From an optimization exercise on the open Yosys and OpenROAD flow, aimed at small area, a short achievable clock period and few clock cycles per item; shortcuts taken in it are not production practice.
At most, simulation tests tie the RTL to the original design; equivalence was not proved.
Power and IR drop assume default switching activity.

==> flow/design.v <==
module fpadd (
    clk, reset, start,
    a, b,
    sum,
    done,
    nan
);
    input clk, reset, start;
    input [31:0] a, b;
    output [31:0] sum;
    output done;
    output nan;
    wire        sa = a[31], sb = b[31];
    wire [7:0]  ea = a[30:23], eb = b[30:23];
    wire [22:0] fa = a[22:0], fb = b[22:0];
    wire fa_z = (fa == 23'd0);
    wire fb_z = (fb == 23'd0);
    wire ea_0 = (ea == 8'd0), eb_0 = (eb == 8'd0);
    wire ea_1 = (ea == 8'hff), eb_1 = (eb == 8'hff);
    wire za = ea_0 & fa_z, zb = eb_0 & fb_z;    
    wire ia = ea_1 & fa_z, ib = eb_1 & fb_z;    
    wire na = ea_1 & ~fa_z, nb = eb_1 & ~fb_z;  
    wire is_nan = na | nb;
    wire special = za | zb | ia | ib;
    wire pick_b = za | (~zb & ~ia);
    wire [7:0] ep = ea ^ ~eb;
    wire [7:0] eg = ea & ~eb;
    wire e1_g = eg[1] | (ep[1] & eg[0]);
    wire e1_p = ep[1] & ep[0];
    wire e2_g = eg[3] | (ep[3] & eg[2]);
    wire e2_p = ep[3] & ep[2];
    wire e3_g = eg[5] | (ep[5] & eg[4]);
    wire e3_p = ep[5] & ep[4];
    wire e4_g = eg[7] | (ep[7] & eg[6]);
    wire e4_p = ep[7] & ep[6];
    wire e5_g = eg[2] | (ep[2] & e1_g);
    wire e5_p = ep[2] & e1_p;
    wire e6_g = e2_g | (e2_p & e1_g);
    wire e6_p = e2_p & e1_p;
    wire e7_g = eg[6] | (ep[6] & e3_g);
    wire e7_p = ep[6] & e3_p;
    wire e8_g = e4_g | (e4_p & e3_g);
    wire e8_p = e4_p & e3_p;
    wire e9_g = eg[4] | (ep[4] & e6_g);
    wire e9_p = ep[4] & e6_p;
    wire e10_g = e3_g | (e3_p & e6_g);
    wire e10_p = e3_p & e6_p;
    wire e11_g = e7_g | (e7_p & e6_g);
    wire e11_p = e7_p & e6_p;
    wire e12_g = e8_g | (e8_p & e6_g);
    wire e12_p = e8_p & e6_p;
    wire       ec = e12_g;
    wire       e_lt = ~ec;
    wire       e_eq = e12_p;
    wire [7:0] ecc = {e11_g | (e11_p & ec), e10_g | (e10_p & ec), e9_g | (e9_p & ec), e6_g | (e6_p & ec), e5_g | (e5_p & ec), e1_g | (e1_p & ec), eg[0] | (ep[0] & ec), ec};
    wire [7:0] d = ep ^ ecc ^ {8{e_lt}};
    wire        swap = special ? pick_b : e_lt;
    wire [23:0] mx = swap ? {1'b1, fb} : {1'b1, fa};
    wire [23:0] my = swap ? {1'b1, fa} : {1'b1, fb};
    wire [7:0]  ex = swap ? eb : ea;
    wire        sub = (sa ^ sb) & ~special;
    wire        sx0 = swap ? sb : sa;
    wire kill = special | (d[7:5] != 3'd0);
    wire [23:0] ys = kill ? 24'd0 : (my >> d[4:0]);
    wire        neg = sub & e_eq & (fb < fa);
    wire        sx = sx0 ^ neg;
    wire        cpl = sub & ~neg;
    wire [23:0] xi = mx ^ {24{sub}};
    wire [23:0] p = xi ^ ys;
    wire [23:0] g = xi & ys;
    wire [23:0] pn = p ^ {24{cpl}};
    wire pg13_g = g[0] | (p[0] & neg);
    wire pg14_g = g[2] | (p[2] & g[1]);
    wire pg14_p = p[2] & p[1];
    wire pg15_g = g[4] | (p[4] & g[3]);
    wire pg15_p = p[4] & p[3];
    wire pg16_g = g[6] | (p[6] & g[5]);
    wire pg16_p = p[6] & p[5];
    wire pg17_g = g[8] | (p[8] & g[7]);
    wire pg17_p = p[8] & p[7];
    wire pg18_g = g[10] | (p[10] & g[9]);
    wire pg18_p = p[10] & p[9];
    wire pg19_g = g[12] | (p[12] & g[11]);
    wire pg19_p = p[12] & p[11];
    wire pg20_g = g[14] | (p[14] & g[13]);
    wire pg20_p = p[14] & p[13];
    wire pg21_g = g[16] | (p[16] & g[15]);
    wire pg21_p = p[16] & p[15];
    wire pg22_g = g[18] | (p[18] & g[17]);
    wire pg22_p = p[18] & p[17];
    wire pg23_g = g[20] | (p[20] & g[19]);
    wire pg23_p = p[20] & p[19];
    wire pg24_g = g[22] | (p[22] & g[21]);
    wire pg24_p = p[22] & p[21];
    wire pg25_g = g[1] | (p[1] & pg13_g);
    wire pg26_g = pg14_g | (pg14_p & pg13_g);
    wire pg27_g = g[5] | (p[5] & pg15_g);
    wire pg27_p = p[5] & pg15_p;
    wire pg28_g = pg16_g | (pg16_p & pg15_g);
    wire pg28_p = pg16_p & pg15_p;
    wire pg29_g = g[9] | (p[9] & pg17_g);
    wire pg29_p = p[9] & pg17_p;
    wire pg30_g = pg18_g | (pg18_p & pg17_g);
    wire pg30_p = pg18_p & pg17_p;
    wire pg31_g = g[13] | (p[13] & pg19_g);
    wire pg31_p = p[13] & pg19_p;
    wire pg32_g = pg20_g | (pg20_p & pg19_g);
    wire pg32_p = pg20_p & pg19_p;
    wire pg33_g = g[17] | (p[17] & pg21_g);
    wire pg33_p = p[17] & pg21_p;
    wire pg34_g = pg22_g | (pg22_p & pg21_g);
    wire pg34_p = pg22_p & pg21_p;
    wire pg35_g = g[21] | (p[21] & pg23_g);
    wire pg35_p = p[21] & pg23_p;
    wire pg36_g = pg24_g | (pg24_p & pg23_g);
    wire pg36_p = pg24_p & pg23_p;
    wire pg37_g = g[3] | (p[3] & pg26_g);
    wire pg38_g = pg15_g | (pg15_p & pg26_g);
    wire pg39_g = pg27_g | (pg27_p & pg26_g);
    wire pg40_g = pg28_g | (pg28_p & pg26_g);
    wire pg41_g = g[11] | (p[11] & pg30_g);
    wire pg41_p = p[11] & pg30_p;
    wire pg42_g = pg19_g | (pg19_p & pg30_g);
    wire pg42_p = pg19_p & pg30_p;
    wire pg43_g = pg31_g | (pg31_p & pg30_g);
    wire pg43_p = pg31_p & pg30_p;
    wire pg44_g = pg32_g | (pg32_p & pg30_g);
    wire pg44_p = pg32_p & pg30_p;
    wire pg45_g = g[19] | (p[19] & pg34_g);
    wire pg45_p = p[19] & pg34_p;
    wire pg46_g = pg23_g | (pg23_p & pg34_g);
    wire pg46_p = pg23_p & pg34_p;
    wire pg47_g = pg35_g | (pg35_p & pg34_g);
    wire pg47_p = pg35_p & pg34_p;
    wire pg48_g = pg36_g | (pg36_p & pg34_g);
    wire pg48_p = pg36_p & pg34_p;
    wire pg49_g = g[7] | (p[7] & pg40_g);
    wire pg50_g = pg17_g | (pg17_p & pg40_g);
    wire pg51_g = pg29_g | (pg29_p & pg40_g);
    wire pg52_g = pg30_g | (pg30_p & pg40_g);
    wire pg53_g = pg41_g | (pg41_p & pg40_g);
    wire pg54_g = pg42_g | (pg42_p & pg40_g);
    wire pg55_g = pg43_g | (pg43_p & pg40_g);
    wire pg56_g = pg44_g | (pg44_p & pg40_g);
    wire pg57_g = g[23] | (p[23] & pg48_g);
    wire pg57_p = p[23] & pg48_p;
    wire pg58_g = g[15] | (p[15] & pg56_g);
    wire pg59_g = pg21_g | (pg21_p & pg56_g);
    wire pg60_g = pg33_g | (pg33_p & pg56_g);
    wire pg61_g = pg34_g | (pg34_p & pg56_g);
    wire pg62_g = pg45_g | (pg45_p & pg56_g);
    wire pg63_g = pg46_g | (pg46_p & pg56_g);
    wire pg64_g = pg47_g | (pg47_p & pg56_g);
    wire pg65_g = pg48_g | (pg48_p & pg56_g);
    wire pg66_g = pg57_g | (pg57_p & pg56_g);
    wire [24:0] c = {pg66_g, pg65_g, pg64_g, pg63_g, pg62_g, pg61_g, pg60_g, pg59_g, pg58_g, pg56_g, pg55_g, pg54_g, pg53_g, pg52_g, pg51_g, pg50_g, pg49_g, pg40_g, pg39_g, pg38_g, pg37_g, pg26_g, pg25_g, pg13_g, neg};
    wire [24:0] r = {c[24] & ~sub, pn ^ c[23:0]};
    reg [24:0] r_q;
    reg [7:0]  e_q;      
    reg        s_q;
    reg        nan_q;
    reg        done_q;
    always @(posedge clk) begin
        if (start) begin
            r_q   <= r;
            e_q   <= ex + 8'd1;
            s_q   <= sx;
            nan_q <= is_nan;
        end
        if (reset)
            done_q <= 1'b0;
        else if (start)
            done_q <= 1'b1;
    end
    wire [24:0] m = r_q;
    wire        s_o = s_q;
    wire        k4 = (m[24:9] == 16'd0) | nan_q;
    wire [24:0] n4 = k4 ? {m[8:0], 16'd0} : m;
    wire        k3 = (n4[24:17] == 8'd0) | nan_q;
    wire [24:0] n3 = k3 ? {n4[16:0], 8'd0} : n4;
    wire        k2 = (n3[24:21] == 4'd0);
    wire [24:0] n2 = k2 ? {n3[20:0], 4'd0} : n3;
    wire        k1 = (n2[24:23] == 2'd0);
    wire [24:0] n1 = k1 ? {n2[22:0], 2'd0} : n2;
    wire        k0 = ~n1[24];
    wire [24:0] rn = k0 ? {n1[23:0], 1'b0} : n1;
    wire        zero = ~rn[24] | nan_q;
    wire [7:0]  en = e_q - {3'd0, k4, k3, k2, k1, k0};
    assign sum  = {{9{~zero}} & {s_o, en}, rn[23:1]};
    assign nan  = nan_q;
    assign done = done_q;
endmodule
==> flow/config.mk <==
export PLATFORM = sky130hd
export DESIGN_NAME = fpadd
export DESIGN_NICKNAME = fpadd
export VERILOG_FILES = /design/flow/design.v
export SDC_FILE = /design/flow/constraint.sdc
export NUM_CORES = 4
export LEC_CHECK = 0
export ABC_AREA = 1
export CAP_MARGIN = 20
export CORE_MARGIN = 2
export CORE_UTILIZATION = 65
export CTS_BUF_LIST = sky130_fd_sc_hd__clkbuf_4 sky130_fd_sc_hd__clkbuf_8
export SETUP_SLACK_MARGIN = 5
export SLEW_MARGIN = 20
==> flow/constraint.sdc <==
create_clock -name core_clock -period 13.0 [get_ports {clk}]
set_input_delay 2.6000 -clock core_clock [delete_from_list [all_inputs] [get_ports {clk}]]
set_output_delay 2.6000 -clock core_clock [all_outputs]
set_load 0.01 [all_outputs]
standard.sh (not shown) runs the stock make flow with config.mk's settings and CLKGATE_MAP_FILE= SYNTH_SCRIPT=/design/flow/synth_recipe.tcl, a recipe that flattens the netlist after the stock synthesis.
==> flow/flow/run.sh <==
#!/bin/bash
# The standard layout (the standard.sh, unchanged synthesis), with
# sky130_fd_sc_hd__buf_1 port buffers; timing repair aims at a setup margin of
# 6.5 ns up to clock tree synthesis and 5 ns after global routing.
# Each make run's full output goes to its own log in the work folder.
set -euo pipefail
PB='BUFFER_PORTS_ARGS=-buffer_cell sky130_fd_sc_hd__buf_1'
bash standard.sh "$PB" SETUP_SLACK_MARGIN=6.5  cts > flow_to_cts.log 2>&1
bash standard.sh "$PB" SETUP_SLACK_MARGIN=5  finish > flow_finish.log 2>&1
Next try:
--- a/flow/design.v
+++ b/flow/design.v
@@ -175,16 +175,15 @@
     wire [24:0] m = r_q;
     wire        s_o = s_q;
-    wire        k4 = (m[24:9] == 16'd0) | nan_q;
-    wire [24:0] n4 = k4 ? {m[8:0], 16'd0} : m;
-    wire        k3 = (n4[24:17] == 8'd0) | nan_q;
-    wire [24:0] n3 = k3 ? {n4[16:0], 8'd0} : n4;
-    wire        k2 = (n3[24:21] == 4'd0);
-    wire [24:0] n2 = k2 ? {n3[20:0], 4'd0} : n3;
-    wire        k1 = (n2[24:23] == 2'd0);
-    wire [24:0] n1 = k1 ? {n2[22:0], 2'd0} : n2;
-    wire        k0 = ~n1[24];
-    wire [24:0] rn = k0 ? {n1[23:0], 1'b0} : n1;
+    reg [4:0] lz;
+    integer i;
+    always @(*) begin
+        lz = 5'd25;
+        for (i = 0; i < 25; i = i + 1)
+            if (m[i]) lz = 5'd24 - i;
+    end
+    wire [4:0]  k = nan_q ? 5'd24 : lz;
+    wire [24:0] rn = m << k;
     wire        zero = ~rn[24] | nan_q;
-    wire [7:0]  en = e_q - {3'd0, k4, k3, k2, k1, k0};
+    wire [7:0]  en = e_q - {3'd0, k};
     assign sum  = {{9{~zero}} & {s_o, en}, rn[23:1]};
     assign nan  = nan_q;
Outcome:
- design area drops by a few percent
- clock power hardly moves
- sequential share of layout area climbs by 0.86 points
- non-clock buffer count drops by 38
- setup slack gets better by 0.13 ns
- total power drops by a few percent
- global-route usage drops by 4.9 points
- first-iteration DRC count drops by a quarter to a third
- wire length drops by about a fifth
- via count drops by roughly a tenth
Testbench counts after the change, summed over its fixed seeds: cycles 48,000, items 24,000.
Only the layout flow was run in the first run of this note; the RTL was not checked for function there.

separate check: timing with driven ports:
Ports are ideal in the flow. The routed layouts listed here were re-timed in OpenROAD. Step 1: set_driving_cell puts a clkbuf_16 on clk and a buf_2 on each other input, an assumption about the parent block. Step 2 also shifts input and output timing later by t, the mid clock arrival at the registers, as if the neighbouring blocks saw the same clock. Three values: ideal ports, drivers, drivers and shift; two values: the first two.
| run | t, ns | setup WS [ns] | worst setup path after step 2 | slew at the worst register clock pin (ns) | worst slew at a driven data input, ns |
|---|---|---|---|---|---|
| the first run | 0.330 | 6.186 / 6.192 / 5.862 | input to register | 0.08 / 0.08 | 0.05 |
| the second run | 0.321 | 6.319 / 6.326 / 6.005 | input to register | 0.08 / 0.08 | 0.04 |
After both steps every run listed still meets setup and hold. The setup slack of the first run, which loses most, moves by +0.006 ns with the drivers and by -0.324 ns with both steps.
